Context: an optimization exercise on an open-source flow, tuned for small area, a short achievable clock period and few clock cycles. The choices shown serve that exercise and are no tape-out recipe. Only simulation tests tie the RTL to the original design; equivalence was not proved. Power figures rest on the tool's default switching activity, not on a simulated workload.

--- design/flow/config.mk ---
export PLATFORM = sky130hd
export DESIGN_NAME = y86_pipe
export DESIGN_NICKNAME = y86_pipe
export VERILOG_FILES = /design/flow/design.v
export SDC_FILE = /design/flow/constraint.sdc
export NUM_CORES = 8
export LEC_CHECK = 0
export CAP_MARGIN = 20
export CORE_MARGIN = 2
export CORE_UTILIZATION = 40
export SLEW_MARGIN = 20
--- design/flow/constraint.sdc ---
create_clock -name core_clock -period 28.0 [get_ports {clk}]
set_input_delay 5.6000 -clock core_clock [delete_from_list [all_inputs] [get_ports {clk}]]
set_output_delay 5.6000 -clock core_clock [all_outputs]
set_load 0.01 [all_outputs]
--- design/flow/design.v ---
module y86_pipe(clk, rst, imem_addr, imem_data, dmem_addr, dmem_wdata, dmem_we, dmem_rdata, stat);
input clk;
input rst;
output [9:0] imem_addr;
input [79:0] imem_data;
output [10:0] dmem_addr;
output [63:0] dmem_wdata;
output dmem_we;
input [63:0] dmem_rdata;
output [2:0] stat;
localparam [2:0] S_AOK = 3'd1, S_ADR = 3'd2, S_INS = 3'd3, S_HLT = 3'd4;
localparam [3:0] RNONE = 4'hF, RSP = 4'h4;
reg [9:0]  pc;           
reg        pc_bad;       
reg        fetch_on;     
reg        x_v;          
reg        x_ok;         
reg [2:0]  x_stat;
reg [3:0]  x_icode, x_ifun, x_rA, x_rB;
reg [63:0] x_valC;
reg [10:0] x_valP;
reg [14:0] x_selA, x_selB;   
reg        x_fwdA, x_fwdB;   
reg        x_ldst;           
reg        m_we;         
reg        m_load;       
reg        m_ret;        
reg [10:0] m_addr;
reg [63:0] m_wdata;
reg [63:0] m_valE;
reg [3:0]  m_dstE, m_dstM;
reg [63:0] rf [0:14];
reg [14:0] rv;           
reg        zf, sf, of;
reg [2:0]  stat_r;
wire live = (stat_r == S_AOK);
function cond(input [3:0] fn, input z, input s, input o);
    case (fn)
        4'h0: cond = 1'b1;
        4'h1: cond = (s ^ o) | z;
        4'h2: cond = s ^ o;
        4'h3: cond = z;
        4'h4: cond = ~z;
        4'h5: cond = ~(s ^ o);
        4'h6: cond = ~(s ^ o) & ~z;
        default: cond = 1'b0;
    endcase
endfunction
function [14:0] onehot(input [3:0] r);
    onehot = (r == RNONE) ? 15'd0 : (15'd1 << r);
endfunction
wire xi_rr   = (x_icode == 4'h2);
wire xi_ir   = (x_icode == 4'h3);
wire xi_rm   = (x_icode == 4'h4);
wire xi_mr   = (x_icode == 4'h5);
wire xi_op   = (x_icode == 4'h6);
wire xi_call = (x_icode == 4'h8);
wire xi_ret  = (x_icode == 4'h9);
wire xi_push = (x_icode == 4'hA);
wire xi_pop  = (x_icode == 4'hB);
wire x_act = x_v & live & ~x_ldst;
wire [64*15-1:0] rf_flat;
genvar gi;
generate
for (gi = 0; gi < 15; gi = gi + 1) begin : rff
    assign rf_flat[64*gi +: 64] = rf[gi];
end
endgenerate
wire [63:0] valA, valB;
y86_rdport rpa(.sel(x_selA), .rv(rv), .rf(rf_flat), .fwd(x_fwdA), .fval(m_valE), .val(valA));
y86_rdport rpb(.sel(x_selB), .rv(rv), .rf(rf_flat), .fwd(x_fwdB), .fval(m_valE), .val(valB));
reg [63:0] aluA, aluB;
always @(*) begin
    case (x_icode)
        4'h2, 4'h6:        aluA = valA;
        4'h3, 4'h4, 4'h5:  aluA = x_valC;
        4'h8, 4'hA:        aluA = -64'd8;
        4'h9, 4'hB:        aluA = 64'd8;
        default:           aluA = 64'd0;
    endcase
    case (x_icode)
        4'h4, 4'h5, 4'h6, 4'h8, 4'h9, 4'hA, 4'hB: aluB = valB;
        default:                                  aluB = 64'd0;
    endcase
end
wire [1:0] alu_fn = xi_op ? x_ifun[1:0] : 2'b00;
wire [63:0] valE;
wire n_zf, n_sf, n_of;
y86_alu alu(.fn(alu_fn), .a(aluA), .b(aluB), .e(valE), .zf(n_zf), .sf(n_sf), .of(n_of));
wire x_setcc = x_act & xi_op;
wire x_cnd = cond(x_ifun, zf, sf, of);
wire x_memrd = xi_mr | xi_pop | xi_ret;
wire x_memwr = xi_rm | xi_push | xi_call;
wire x_mem   = x_ok & (x_memrd | x_memwr);
wire x_spaddr = xi_pop | xi_ret;
wire x_addr_bad = x_spaddr ? (valB > 64'd2000) : (valE > 64'd2000);
wire x_fault = x_act & x_mem & x_addr_bad;
wire x_go = x_act & x_ok & ~x_fault;       
wire [3:0] x_dstE = (xi_op | xi_ir | (xi_rr & x_cnd)) ? x_rB :
                    (xi_call | xi_ret | xi_push | xi_pop) ? RSP : RNONE;
wire [3:0] x_dstM = (xi_mr | xi_pop) ? x_rA : RNONE;
wire [3:0] x_fdstE = x_act ? x_dstE : RNONE;
wire [3:0] x_fdstM = x_act ? x_dstM : RNONE;
wire [3:0] f_icode = imem_data[7:4];
wire [3:0] f_ifun  = imem_data[3:0];
wire [3:0] f_rA    = imem_data[15:12];
wire [3:0] f_rB    = imem_data[11:8];
wire f_regids = (f_icode == 4'h2) | (f_icode == 4'h3) | (f_icode == 4'h4) | (f_icode == 4'h5) |
                (f_icode == 4'h6) | (f_icode == 4'hA) | (f_icode == 4'hB);
wire f_hasC   = (f_icode == 4'h3) | (f_icode == 4'h4) | (f_icode == 4'h5) |
                (f_icode == 4'h7) | (f_icode == 4'h8);
wire [10:0] pc1  = {1'b0, pc} + 11'd1;
wire [10:0] pc2  = {1'b0, pc} + 11'd2;
wire [10:0] pc9  = {1'b0, pc} + 11'd9;
wire [10:0] pc10 = {1'b0, pc} + 11'd10;
wire [10:0] f_valP = f_hasC ? (f_regids ? pc10 : pc9) : (f_regids ? pc2 : pc1);
wire [2:0] f_stat = pc_bad ? S_ADR :
                    (f_icode > 4'hB) ? S_INS :
                    (f_icode == 4'h0) ? S_HLT : S_AOK;
wire f_ok = (f_stat == S_AOK);
wire f_jmp  = (f_icode == 4'h7);
wire f_call = (f_icode == 4'h8);
wire f_ret  = (f_icode == 4'h9);
wire f_go = fetch_on & live & ~x_ldst;
wire f_useA = f_ok & ((f_icode == 4'h2) | (f_icode == 4'h4) | (f_icode == 4'h6) | (f_icode == 4'hA));
wire f_useB = f_ok & ((f_icode == 4'h4) | (f_icode == 4'h5) | (f_icode == 4'h6));
wire f_useS = f_ok & ((f_icode == 4'h8) | (f_icode == 4'h9) | (f_icode == 4'hA) | (f_icode == 4'hB));
wire [3:0] f_srcA = f_useA ? f_rA : RNONE;
wire [3:0] f_srcB = f_useS ? RSP : f_useB ? f_rB : RNONE;
wire f_fwdA = (f_srcA != RNONE) & (f_srcA == x_fdstE);
wire f_fwdB = (f_srcB != RNONE) & (f_srcB == x_fdstE);
wire f_ldst = (x_fdstM != RNONE) & ((f_srcA == x_fdstM) | (f_srcB == x_fdstM));
wire c_zf = x_setcc ? n_zf : zf;
wire c_sf = x_setcc ? n_sf : sf;
wire c_of = x_setcc ? n_of : of;
wire f_taken = cond(f_ifun, c_zf, c_sf, c_of);
wire f_toC_now = f_call | (f_jmp & (f_ifun == 4'h0));
wire f_cjmp = f_jmp & (f_ifun != 4'h0);
wire [9:0] npc_nt  = f_toC_now ? imem_data[17:8] : f_valP[9:0];
wire       nbad_nt = f_toC_now ? (|imem_data[71:18]) : f_valP[10];
wire [9:0] f_npc   = (f_cjmp & f_taken) ? imem_data[17:8] : npc_nt;
wire       f_nbad  = (f_cjmp & f_taken) ? (|imem_data[71:18]) : nbad_nt;
wire f_early = f_go & ~f_ok & ~(x_act & x_mem);
assign dmem_addr  = m_addr;
assign dmem_wdata = m_wdata;
assign dmem_we    = m_we;
assign imem_addr  = pc;
assign stat       = stat_r;
wire [63:0] wbus = m_load ? dmem_rdata : m_valE;
wire [63:0] wsp  = (m_dstM == RSP) ? dmem_rdata : m_valE;
always @(posedge clk) begin
    if (rst) begin
        pc <= 10'd0;
        pc_bad <= 1'b0;
        fetch_on <= 1'b1;
    end else if (m_ret) begin
        pc <= dmem_rdata[9:0];
        pc_bad <= |dmem_rdata[63:10];
        fetch_on <= 1'b1;
    end else if (f_go) begin
        pc <= f_npc;
        pc_bad <= f_nbad;
        if (f_ret | ~f_ok) fetch_on <= 1'b0;
    end
end
always @(posedge clk) begin
    if (rst) begin
        x_v <= 1'b0;
        x_ldst <= 1'b0;
        x_fwdA <= 1'b0;
        x_fwdB <= 1'b0;
    end else if (x_ldst) begin
        x_ldst <= 1'b0;
        x_fwdA <= 1'b0;
        x_fwdB <= 1'b0;
    end else begin
        x_v <= f_go;
        x_ldst <= f_go & f_ldst;
        x_fwdA <= f_fwdA;
        x_fwdB <= f_fwdB;
    end
    if (~x_ldst) begin
        x_ok <= f_ok;
        x_stat <= f_stat;
        x_icode <= f_icode;
        x_ifun <= f_ifun;
        x_rA <= f_regids ? f_rA : RNONE;
        x_rB <= f_regids ? f_rB : RNONE;
        x_valC <= imem_data[79:16];
        x_valP <= f_valP;
        x_selA <= onehot(f_srcA);
        x_selB <= onehot(f_srcB);
    end
end
always @(posedge clk) begin
    if (rst) begin
        m_we <= 1'b0;
        m_load <= 1'b0;
        m_ret <= 1'b0;
        m_dstE <= RNONE;
        m_dstM <= RNONE;
    end else begin
        m_we <= x_go & x_memwr;
        m_load <= x_go & (xi_mr | xi_pop);
        m_ret <= x_go & xi_ret;
        m_dstE <= x_go ? x_dstE : RNONE;
        m_dstM <= x_go ? x_dstM : RNONE;
    end
    m_addr <= x_spaddr ? valB[10:0] : valE[10:0];
    m_wdata <= xi_call ? {53'd0, x_valP} : valA;
    m_valE <= valE;
end
always @(posedge clk) begin
    if (rst) begin
        zf <= 1'b1; sf <= 1'b0; of <= 1'b0;
    end else if (x_setcc) begin
        zf <= n_zf; sf <= n_sf; of <= n_of;
    end
end
always @(posedge clk) begin
    if (rst) stat_r <= S_AOK;
    else if (live) begin
        if (x_act & ~x_ok) stat_r <= x_stat;
        else if (x_fault) stat_r <= S_ADR;
        else if (f_early) stat_r <= f_stat;
    end
end
genvar gr;
generate
for (gr = 0; gr < 15; gr = gr + 1) begin : rfw
    wire wen = (m_dstE == gr) | (m_dstM == gr);
    always @(posedge clk) begin
        if (rst) rv[gr] <= 1'b0;
        else if (wen) rv[gr] <= 1'b1;
        if (wen) rf[gr] <= (gr == 4) ? wsp : wbus;
    end
end
endgenerate
endmodule
module y86_rdport(sel, rv, rf, fwd, fval, val);
input [14:0] sel;
input [14:0] rv;
input [64*15-1:0] rf;
input fwd;
input [63:0] fval;
output reg [63:0] val;
function [8:0] init_val(input [3:0] r);
    case (r)
        4'd0: init_val = 9'h1;
        4'd1: init_val = 9'h8;
        4'd2: init_val = 9'h6;
        4'd3: init_val = 9'h5;
        4'd4: init_val = 9'h100;
        4'd5: init_val = 9'h6;
        4'd6: init_val = 9'h7;
        4'd7: init_val = 9'h5;
        4'd8: init_val = 9'h9;
        4'd9: init_val = 9'ha;
        4'd10: init_val = 9'hb;
        4'd11: init_val = 9'h1;
        4'd12: init_val = 9'h2;
        4'd13: init_val = 9'h3;
        4'd14: init_val = 9'h4;
        default: init_val = 9'h0;
    endcase
endfunction
wire [14:0] s = sel & rv & {15{~fwd}};
wire [14:0] si = sel & ~rv & {15{~fwd}};
reg [8:0] ini;
integer i;
always @(*) begin
    ini = 9'd0;
    for (i = 0; i < 15; i = i + 1)
        ini = ini | ({9{si[i]}} & init_val(i));
    val = ({64{fwd}} & fval) | {55'd0, ini};
    for (i = 0; i < 15; i = i + 1)
        val = val | ({64{s[i]}} & rf[64*i +: 64]);
end
endmodule
module y86_alu(fn, a, b, e, zf, sf, of);
input [1:0] fn;
input [63:0] a, b;
output [63:0] e;
output zf, sf, of;
wire sub = (fn == 2'b01);
wire [63:0] a2 = sub ? ~a : a;
wire [63:0] p = b ^ a2;
wire [63:0] g = b & a2;
wire [63:0] G [0:6];
wire [63:0] P [0:6];
assign G[0] = {g[63:1], g[0] | (p[0] & sub)};
assign P[0] = p;
genvar k, i;
generate
for (k = 0; k < 6; k = k + 1) begin : lvl
    for (i = 0; i < 64; i = i + 1) begin : bt
        if (i >= (1 << k)) begin : comb
            assign G[k+1][i] = G[k][i] | (P[k][i] & G[k][i - (1 << k)]);
            assign P[k+1][i] = P[k][i] & P[k][i - (1 << k)];
        end else begin : pass
            assign G[k+1][i] = G[k][i];
            assign P[k+1][i] = P[k][i];
        end
    end
end
endgenerate
wire [64:0] c = {G[6], sub};      
wire [63:0] sum = p ^ c[63:0];
assign e = (fn == 2'b10) ? g : (fn == 2'b11) ? p : sum;
assign zf = (e == 64'd0);
assign sf = e[63];
assign of = ~fn[1] & (c[64] ^ c[63]);
endmodule
--- design/flow/flow/run.sh ---
#!/bin/bash
# The standard ORFS layout (the standard.sh, unchanged synthesis), with
# repair_timing asked to leave extra setup slack, so that the design is sized
# for a clock well below the design's period. The log of the ORFS run is
# kept in standard.log; ORFS's own per-step logs are under orfs/logs.
set -e
bash standard.sh SETUP_SLACK_MARGIN=20 finish > standard.log 2>&1
--- design/flow/standard.sh ---
#!/bin/bash
# synth_recipe.tcl (not shown) runs the flow's synth.tcl, then flattens the netlist and writes it again
# the make line also repeats each setting of config.mk as NAME=value (left out here)
make -C /OpenROAD-flow-scripts/flow DESIGN_CONFIG=/design/flow/config.mk WORK_HOME=/design/flow/orfs CLKGATE_MAP_FILE= SYNTH_SCRIPT=/design/flow/synth_recipe.tcl "${@:-finish}"
==> flow_summary.html <==
<table>
<tr><th>Metric</th><th>Value</th></tr>
<tr><th colspan="2">Outcome</th></tr>
<tr><td>Outcome</td><td>complete, but fails checks</td></tr>
<tr><td>Failing Checks</td><td>capacitance limit, slew limit</td></tr>
<tr><th colspan="2">Critical path</th></tr>
<tr><td>Critical path endpoint category</td><td>flop</td></tr>
<tr><td>Crit path launch type</td><td>flop</td></tr>
<tr><td>Worst Reg2Reg Path Length in Cells</td><td>26</td></tr>
<tr><td>Required @ worst endpoint</td><td>28.73 ns</td></tr>
<tr><td>Arr. time, crit path</td><td>8.76 ns</td></tr>
<tr><td>Delay of the slowest cell on the worst path</td><td>0.63 ns</td></tr>
<tr><td>Worst reg2reg startpoint</td><td>x_fwdA$_SDFF_PP0_</td></tr>
<tr><td>Dominant delay contributor by cell family on the critical path</td><td>simple AND/OR/NAND/NOR gates</td></tr>
<tr><td>Maximum net fanout on the critical path</td><td>33</td></tr>
<tr><td>Worst-case register-to-register setup slack</td><td>19.97 ns</td></tr>
<tr><td>Worst reg2reg path endpoint</td><td>pc_bad$_SDFFE_PP0P_</td></tr>
<tr><td>Cell with the largest stage delay on the worst path</td><td>or4_1</td></tr>
<tr><td>Crit path buffers/inverters</td><td>3</td></tr>
<tr><td>Category of the critical setup timing path</td><td>flop to flop</td></tr>
<tr><th colspan="2">Global routing</th></tr>
<tr><td>Antenna violations before repair</td><td>28</td></tr>
<tr><td>First-pass GRT wire length</td><td>400.7 mm</td></tr>
<tr><td>Maximum number of pins on one net before global-route repair</td><td>77</td></tr>
<tr><td>Global router's overall resource usage</td><td>0.3639</td></tr>
<tr><td>Grt ovf</td><td>0</td></tr>
<tr><td>Number of global-route vias before repair</td><td>50832</td></tr>
<tr><th colspan="2">Route</th></tr>
<tr><td>Wire length reported by the detailed router</td><td>299.4 mm</td></tr>
<tr><td>DR iter-0 viols</td><td>10719</td></tr>
<tr><td>DR vias/cell</td><td>7.247</td></tr>
<tr><td>Avg WL per Cell</td><td>40.00 µm</td></tr>
<tr><td>Number of iterations in the first detailed-routing pass</td><td>8</td></tr>
<tr><td>Via Count</td><td>54234</td></tr>
<tr><td>Count of unresolved DRC violations after routing</td><td>0</td></tr>
<tr><td>Antenna Nets Post-Route</td><td>0</td></tr>
<tr><th colspan="2">Worst hold path</th></tr>
<tr><td>Beginning of the worst hold path</td><td>x_rB[2]$_SDFFCE_PP1N_</td></tr>
<tr><td>Worst hold stages</td><td>2</td></tr>
<tr><td>Worst Hold Path EP</td><td>m_dstE[2]$_SDFF_PP1_</td></tr>
<tr><td>Class of the tightest hold or removal check</td><td>flop to flop</td></tr>
<tr><th colspan="2">Clock network</th></tr>
<tr><td>Clock slew at reported path FFs</td><td>0.06 ns</td></tr>
<tr><td>Clock Latency Late Sink</td><td>0.82 ns</td></tr>
<tr><td>Sinks on Clock Net</td><td>1272</td></tr>
<tr><td>Total of hold buffers inserted after clock tree synthesis</td><td>0</td></tr>
<tr><td>Clock tree from TritonCTS</td><td>done</td></tr>
<tr><td>Clock buffer depth</td><td>3</td></tr>
<tr><td>Clock H-tree levels</td><td>4</td></tr>
<tr><td>Cell at the root of the clock tree</td><td>clkbuf_16</td></tr>
<tr><td>Number of CTS-inserted buffers</td><td>138</td></tr>
<tr><th colspan="2">Die</th></tr>
<tr><td>Height of the chip</td><td>395.1 µm</td></tr>
<tr><td>Horizontal extent of the die</td><td>395.1 µm</td></tr>
<tr><td>Starting density of the core</td><td>0.4028</td></tr>
<tr><td>Number of primary I/O pins</td><td>235</td></tr>
<tr><td>Core region area</td><td>151900 µm²</td></tr>
<tr><td>Area of the die</td><td>156100 µm²</td></tr>
<tr><td># rows</td><td>143</td></tr>
<tr><th colspan="2">Placed design</th></tr>
<tr><td>Last weighted congestion value of the routability-driven placer</td><td>1.008</td></tr>
<tr><td>Estimated wirelength of the detail-placed design</td><td>181.9 mm</td></tr>
<tr><td>Setup slack at placement</td><td>18.46 ns</td></tr>
<tr><td>Number of cells in the design after placement</td><td>7178</td></tr>
<tr><td>Count of input and output buffers</td><td>234</td></tr>
<tr><th colspan="2">Yosys</th></tr>
<tr><td>Leading register cell type out of synthesis</td><td>edfxtp_1</td></tr>
<tr><td>Ys Warns</td><td>4</td></tr>
<tr><td>Top cells by count, synth</td><td>1085 x edfxtp_1, 575 x a22oi_1, 462 x nor2_1, 259 x clkbuf_1, 239 x nand2_1</td></tr>
<tr><td>Post-Synthesis Mean Instance Area</td><td>11.80 µm²</td></tr>
<tr><td>Number of register bits inferred by synthesis</td><td>1272</td></tr>
<tr><td>Cell type contributing the most total cell area after synthesis</td><td>edfxtp_1</td></tr>
<tr><td>Top cells by area, synth</td><td>edfxtp_1 53%, a22oi_1 7.1%, dfxtp_1 6.1%, a221oi_1 3.3%, a22o_1 3.2%</td></tr>
<tr><td>Post-Syn Instances</td><td>5186</td></tr>
<tr><td>Post-synth top area share</td><td>0.5325</td></tr>
<tr><td>Fraction of registers with async set/reset</td><td>0</td></tr>
<tr><td>Most instantiated library cell after synthesis</td><td>edfxtp_1</td></tr>
<tr><td>Cell area after synthesis</td><td>61190 µm²</td></tr>
<tr><td>Synth cell types</td><td>96</td></tr>
<tr><td>Number of nets produced by synthesis</td><td>5399</td></tr>
<tr><td>Sequential area share after synthesis</td><td>0.5936</td></tr>
<tr><td>Number of enable-type register cells in the synthesized netlist</td><td>1085</td></tr>
<tr><th colspan="2">Final layout</th></tr>
<tr><td>Register area</td><td>36340 µm²</td></tr>
<tr><td>Signed area change from the synthesized netlist to the final layout</td><td>16.57%</td></tr>
<tr><td>Final Net Count</td><td>5540</td></tr>
<tr><td>Count of fill cells added during filler insertion</td><td>13496</td></tr>
<tr><td>Ratio of cells with drive above 1 in the final layout</td><td>0.1238</td></tr>
<tr><td>Final standard cell count with taps included and fillers excluded</td><td>7484</td></tr>
<tr><td>Area of combinational cells with multiple inputs</td><td>24120 µm²</td></tr>
<tr><th colspan="2">Power and ir drop</th></tr>
<tr><td>Cell leakage power</td><td>0.02356 µW</td></tr>
<tr><td>Power density cells</td><td>61.45 nW/µm²</td></tr>
<tr><td>IR Drop Worst-Case VDD</td><td>0.00005536 V</td></tr>
<tr><th colspan="2">STA</th></tr>
<tr><td>Hold Slack</td><td>0.4626 ns</td></tr>
<tr><td>Final slew viol count</td><td>16</td></tr>
<tr><td>Transition time of the tightest slew-check pin</td><td>1.726 ns</td></tr>
<tr><td>Unrepaired setup endpoints after global routing</td><td>false</td></tr>
<tr><td>Final worst-path cycle share</td><td>0.2869</td></tr>
<tr><td>Maximum clock skew at final layout</td><td>0.04200 ns</td></tr>
<tr><td>Worst slew margin relative to its limit</td><td>-0.1505</td></tr>
<tr><td>Worst setup slack after layout</td><td>19.97 ns</td></tr>
<tr><td>Number of setup violations in the final report</td><td>0</td></tr>
<tr><td>Count of endpoints failing hold in the final timing report</td><td>0</td></tr>
<tr><td>Post-layout min period</td><td>8.034 ns</td></tr>
<tr><td>Setup TNS</td><td>0 ns</td></tr>
<tr><td>F_max</td><td>124.5 MHz</td></tr>
<tr><th colspan="2">Run</th></tr>
<tr><td>Reported max-cap violation count</td><td>1</td></tr>
</table>
-- metrics by stage --
stage | instance area [µm²] | power, µW | utilization
finish | 71330 | 4383 | 0.4696
global route | 71300 | 4455 | 0.4694
CTS | 70640 | 4350 | 0.4650
detailed placement | 65920 | 2557 | 0.4340
global placement | 65870 | 2557 | 0.4336
floorplan | 61190 | 2372 | -
-- report_power, final --
group          internal, µW  switching, µW  total, µW
combinational           114            253        367
clock                  1020            810       1830
sequential             2130           54.7       2180
total                  3270           1120       4380
-- worst min-delay path, cell delays in order (launching register included) --
cell      delay (ns)
edfxtp_1        0.34
nor2_1          0.05
nand2_1         0.05
-- placed cells by master, fill, tap and decap left out, types with 176 or more instances in the layout --
cell type        count
a22o_1             224
o21ai_0            176
clkdlybuf4s50_1    233
edfxtp_1          1085
nor2_1             413
a22oi_1            575
dfxtp_1            184
nand3_1            234
a221oi_1           231
nand2_1            239
a21oi_1            233
-- sequential cells by signal, indices dropped and copies added (netlist names), 4 cells and up --
| signal | flops |
|---|---|
| m_addr | 11 |
| m_dstE | 4 |
| m_dstM | 4 |
| m_valE | 64 |
| m_wdata | 64 |
| pc | 10 |
| rf | 960 |
| rv | 15 |
| x_icode | 4 |
| x_ifun | 4 |
| x_rA | 4 |
| x_rB | 4 |
| x_selA | 15 |
| x_selB | 15 |
| x_valC | 64 |
| x_valP | 11 |
-- worst max path at each step --
| stage | cells past startpoint | end | slack (ns) | from |
|---|---|---|---|---|
| floorplan | 10 | pc[8]$_SDFFE_PP0P_ | 20.68 | imem_data[6] |
| global placement | 25 | pc_bad$_SDFFE_PP0P_ | 18.41 | x_fwdA$_SDFF_PP0_ |
| detailed placement | 25 | pc[3]$_SDFFE_PP0P_ | 18.46 | x_fwdA$_SDFF_PP0_ |
| CTS | 26 | m_dstM[0]$_SDFF_PP1_ | 20.00 | x_fwdA$_SDFF_PP0_ |
| global route | 27 | pc_bad$_SDFFE_PP0P_ | 19.96 | x_fwdA$_SDFF_PP0_ |
| finish | 26 | pc_bad$_SDFFE_PP0P_ | 19.97 | x_fwdA$_SDFF_PP0_ |
-- area by class of cell --
class                           count  area share
Inverter                           53    0.002859
Timing Repair Buffer              376     0.05130
Clock inverter                     74    0.009980
Tap cell                         2030     0.03561
Antenna cell                       18   0.0006314
Sequential cell                  1272      0.5094
Clock buffer                      175     0.05208
Multi-Input combinational cell   3486      0.3382
-- cells by family (layout without fill, tap and decap cells) --
logic type,after synthesis,after routing,synth area share
flops,1272,1272,0.5936
compound gates,1764,1765,0.2111
buf+inv,438,678,0.02773
simple gates,1391,1400,0.1116
other cells,0,18,0
xor+xnor,106,106,0.01517
fa+ha+maj,68,68,0.01399
mux,147,147,0.02677
-- layer usage --
layer,part of all wire,global-route usage
met4,0.073,0.2161
met1,0.34,0.4458
met2,0.42,0.5325
met5,0.00049,0
met3,0.16,0.1548
-- what timing repair did --
item | in CTS | in global routing
pin swaps | 3 | 11
endpoints found under the setup margin | 25 | 24
setup buffers | 6 | 21
resized for setup | 47 | 100
gates cloned | 4 | 7
Testbench counts, summed over its fixed seeds: cycles 15,233.

[what the ideal ports hide]
In the flow no input, the clock included, has a driving cell. The finished layout below was timed again as built, in two steps.
Step 1, drivers: a clkbuf_16 drives clk and a buf_2 each remaining input, both assumed.
Step 2 moves the port delays by t, midway between the first and last clock arrival at a register: inputs arrive t later, outputs are due t later. That takes back most of the time a late clock gives input paths.
Slacks: no drivers / after step 1 / after step 2; pairs: no drivers / after step 1.
shift t [ns]: 0.879
setup slack, ns: 19.966 / 19.966 / 19.159
worst setup path at the end: input to register
worst data-port slew with drivers (ns): 0.26
pins driven straight from the clock port: 1
The setup slack of this run moves by 0.000 ns with the drivers and by -0.807 ns with both steps.
